This design comes from an exercise in tuning for small area on the open sky130 flow, not from production work. The RTL was checked by simulation tests, not by an equivalence proof against the original design. The flow treats the clock pin as an ideal source. Dropping or thinning the clock tree relies on that and would not hold on a real chip. Power figures rest on the tool's default switching activity, not on a simulated workload.

## uart_top
module uart_top #(parameter WIDTH = 8,
                            BR = 115200,
                            CLK_FQ = 25000000)
                (  input clk,
                   input reset,
                   input rd_uart,
                   input wr_uart,
                   input rx,
                   input [WIDTH-1:0] w_data,
                   output [WIDTH-1:0] r_data,
                   output tx,
                   output rx_fifo_full,
                   output rx_fifo_empty,
                   output tx_fifo_full );
  reg [3:0] bcnt;
  wire tick = (bcnt == 4'd13);
  always @(posedge clk, negedge reset)
    if (!reset)     bcnt <= 4'd0;
    else if (tick)  bcnt <= 4'd0;
    else            bcnt <= bcnt + 4'd1;
  reg       rx_idle;
  reg [7:0] rc;
  reg [7:0] rb;
  wire rx_end  = ~rx_idle & tick & (rc == 8'h0F);
  always @(posedge clk, negedge reset)
    if (!reset)               rx_idle <= 1'b1;
    else if (rx_idle)         rx_idle <= rx;
    else if (rx_end)          rx_idle <= 1'b1;
  always @(posedge clk)
    if (rx_idle)              rc <= 8'h78;
    else if (tick)            rc <= rc + 8'd1;
  always @(posedge clk)
    if (~rx_idle & tick & rc[7] & (rc[3:0] == 4'hF))
      rb <= {rx, rb[7:1]};
  reg [7:0] ring [0:7];
  reg [2:0] rpos, wpos;
  reg       rfull, rpend;
  reg [7:0] rdata;
  wire r_same  = (rpos == wpos);
  wire r_empty = r_same & ~rfull;
  wire r_full  = r_same & rfull;
  wire r_push  = rx_end & ~r_full;
  wire r_pop   = rd_uart & ~r_empty;
  wire r_ins   = (r_push & (wpos == 3'd7)) | (rpend & (wpos == 3'd6));
  wire r_byp   = rpend & (rpos == wpos + 3'd1);
  integer i;
  always @(posedge clk) begin
  ...
==> flow/config.mk <==
export PLATFORM = sky130hd
export DESIGN_NAME = uart_top
export DESIGN_NICKNAME = uart_top
export VERILOG_FILES = /design/flow/design.v
export SDC_FILE = /design/flow/constraint.sdc
export NUM_CORES = 4
export LEC_CHECK = 0
export CAP_MARGIN = 0
export CORE_MARGIN = 2
export CORE_UTILIZATION = 60
export PLACE_DENSITY = 0.8
export SLEW_MARGIN = 0
==> flow/constraint.sdc <==
create_clock -name core_clock -period 40.0 [get_ports {clk}]
set_input_delay 8.0000 -clock core_clock [delete_from_list [all_inputs] [get_ports {clk}]]
set_output_delay 8.0000 -clock core_clock [all_outputs]
set_load 0.01 [all_outputs]
standard.sh (not shown) runs the stock make flow with config.mk's settings and CLKGATE_MAP_FILE= SYNTH_SCRIPT=/design/flow/synth_recipe.tcl, a recipe that flattens the netlist after the stock synthesis.
==> flow/flow/run.sh <==
#!/bin/bash
# Standard layout (the standard.sh) with these changes:
#  - ports buffered with buf_1
#  - before CTS, cells sized down where setup slack allows
#  - clock tree built by flow/mytree.tcl: a root buffer and balanced
#    clusters of sinks, each cluster driven by one leaf buffer
# Every tool's output goes to standard.log here (ORFS's own logs are kept
# under orfs/logs).
export MYFLOW_DIR=$PWD/flow
export MY_CTS_ROOT=sky130_fd_sc_hd__clkbuf_16
export MY_CTS_LEAF=sky130_fd_sc_hd__clkbuf_8
export MY_CTS_NLEAF=${MY_CTS_NLEAF:-10}
export BUFFER_PORTS_ARGS="-buffer_cell sky130_fd_sc_hd__buf_1"
export PRE_CTS_TCL=$PWD/flow/cts_hook.tcl
bash standard.sh > standard.log 2>&1
==> flow/flow/cts_hook.tcl <==
# PRE_CTS hook:
#  1. size cells down where setup slack allows (repair_timing -recover_power)
#  2. build the clock tree by hand (flow/mytree.tcl) and turn the
#     clock_tree_synthesis call that follows in cts.tcl into a no-op.
estimate_parasitics -placement
repair_timing -recover_power 100 -verbose
source $::env(MYFLOW_DIR)/mytree.tcl
my_clock_tree $::env(MY_CTS_ROOT) $::env(MY_CTS_LEAF) $::env(MY_CTS_NLEAF)
rename clock_tree_synthesis orig_clock_tree_synthesis
proc clock_tree_synthesis {args} { puts "clock tree built by flow/mytree.tcl" }
Other scripts of this flow, unchanged in this note and not shown: flow/flow/mytree.tcl
The first run completed with no timing, DRC or antenna violations.
Rerun with:
--- a/flow/flow/run.sh
+++ b/flow/flow/run.sh
@@ -3,3 +3,2 @@
 #  - ports buffered with buf_1
-#  - before CTS, cells sized down where setup slack allows
 #  - clock tree built by flow/mytree.tcl: a root buffer and balanced
==> flow/flow/cts_hook.tcl (replaced) <==
# PRE_CTS hook: build the clock tree by hand (flow/mytree.tcl) and turn the
# clock_tree_synthesis call that follows in cts.tcl into a no-op.
source $::env(MYFLOW_DIR)/mytree.tcl
my_clock_tree $::env(MY_CTS_ROOT) $::env(MY_CTS_LEAF) $::env(MY_CTS_NLEAF)
rename clock_tree_synthesis orig_clock_tree_synthesis
proc clock_tree_synthesis {args} { puts "clock tree built by flow/mytree.tcl" }
- CAP_MARGIN: 0 -> 5
- SLEW_MARGIN: 0 -> 5
Outcome: Worst setup slack is better by 0.097 ns; synthesized cell count is unchanged; utilization is higher by 0.54 points.
Rerun with:
--- a/flow/flow/run.sh
+++ b/flow/flow/run.sh
@@ -10,3 +10,3 @@
 export MY_CTS_LEAF=sky130_fd_sc_hd__clkbuf_8
-export MY_CTS_NLEAF=${MY_CTS_NLEAF:-10}
+export MY_CTS_NLEAF=${MY_CTS_NLEAF:-9}
 export BUFFER_PORTS_ARGS="-buffer_cell sky130_fd_sc_hd__buf_1"
- CAP_MARGIN: 5 -> 20
- CORE_UTILIZATION: 60 -> 75
- PLACE_DENSITY: 0.8 -> 0.85
- SLEW_MARGIN: 5 -> 20
Effect: Fmax grows slightly; final area shrinks slightly; clock power shrinks by a few percent.
Rerun with:
--- a/flow/flow/run.sh
+++ b/flow/flow/run.sh
@@ -3,2 +3,3 @@
 #  - ports buffered with buf_1
+#  - before CTS, cells sized down where setup slack allows
 #  - clock tree built by flow/mytree.tcl: a root buffer and balanced
@@ -10,3 +11,3 @@
 export MY_CTS_LEAF=sky130_fd_sc_hd__clkbuf_8
-export MY_CTS_NLEAF=${MY_CTS_NLEAF:-9}
+export MY_CTS_NLEAF=${MY_CTS_NLEAF:-10}
 export BUFFER_PORTS_ARGS="-buffer_cell sky130_fd_sc_hd__buf_1"
==> flow/flow/cts_hook.tcl (replaced) <==
# PRE_CTS hook:
#  1. size cells down where setup slack allows (repair_timing -recover_power)
#  2. build the clock tree by hand (flow/mytree.tcl) and turn the
#     clock_tree_synthesis call that follows in cts.tcl into a no-op.
estimate_parasitics -placement
repair_timing -recover_power 100 -verbose
source $::env(MYFLOW_DIR)/mytree.tcl
my_clock_tree $::env(MY_CTS_ROOT) $::env(MY_CTS_LEAF) $::env(MY_CTS_NLEAF)
rename clock_tree_synthesis orig_clock_tree_synthesis
proc clock_tree_synthesis {args} { puts "clock tree built by flow/mytree.tcl" }
- CORE_UTILIZATION: 75 -> 60
- PLACE_DENSITY: 0.85 -> 0.8
- final area climbs by 0.48%
- worst setup slack gets worse by 0.17 ns
- synthesized cell count is unchanged
- combinational power stays flat
- critical path depth does not change
- core utilization drops by 16 points
- total power climbs by 0.35%
- routed wire length stays flat
- maximum frequency drops by 1.7%
In every run of this note, the design's own scripts or RTL, not TritonCTS, make the clock network.

afterwards: timing with drivers on the ports:
The results above use ideal ports. As a check the final layouts listed here were re-extracted and re-timed, cells and wires unchanged.
Step 1 (the two cells are an assumption about what drives the block):
set clk [get_ports {clk}]
set_driving_cell -lib_cell sky130_fd_sc_hd__clkbuf_16 $clk
set_driving_cell -lib_cell sky130_fd_sc_hd__buf_2 [delete_from_list [all_inputs] $clk]
Step 2, shift: input delay + t, output delay - t, t = (earliest + latest rising clock arrival at the registers) / 2. This alone moves slack from input paths to output paths.
Three values: no drivers, after step 1, after step 2; two values: the first two.
run | shift t [ns] | slack for setup (ns) | worst slew at a driven data input, ns
the first run | 0.398 | 29.965 / 29.929 / 30.294 | 0.03
the second run | 0.398 | 30.063 / 30.027 / 30.425 | 0.03
the third run | 0.391 | 30.096 / 30.059 / 30.450 | 0.05
the fourth run | 0.399 | 29.922 / 29.886 / 30.285 | 0.03
After both steps every run listed still meets setup and hold.
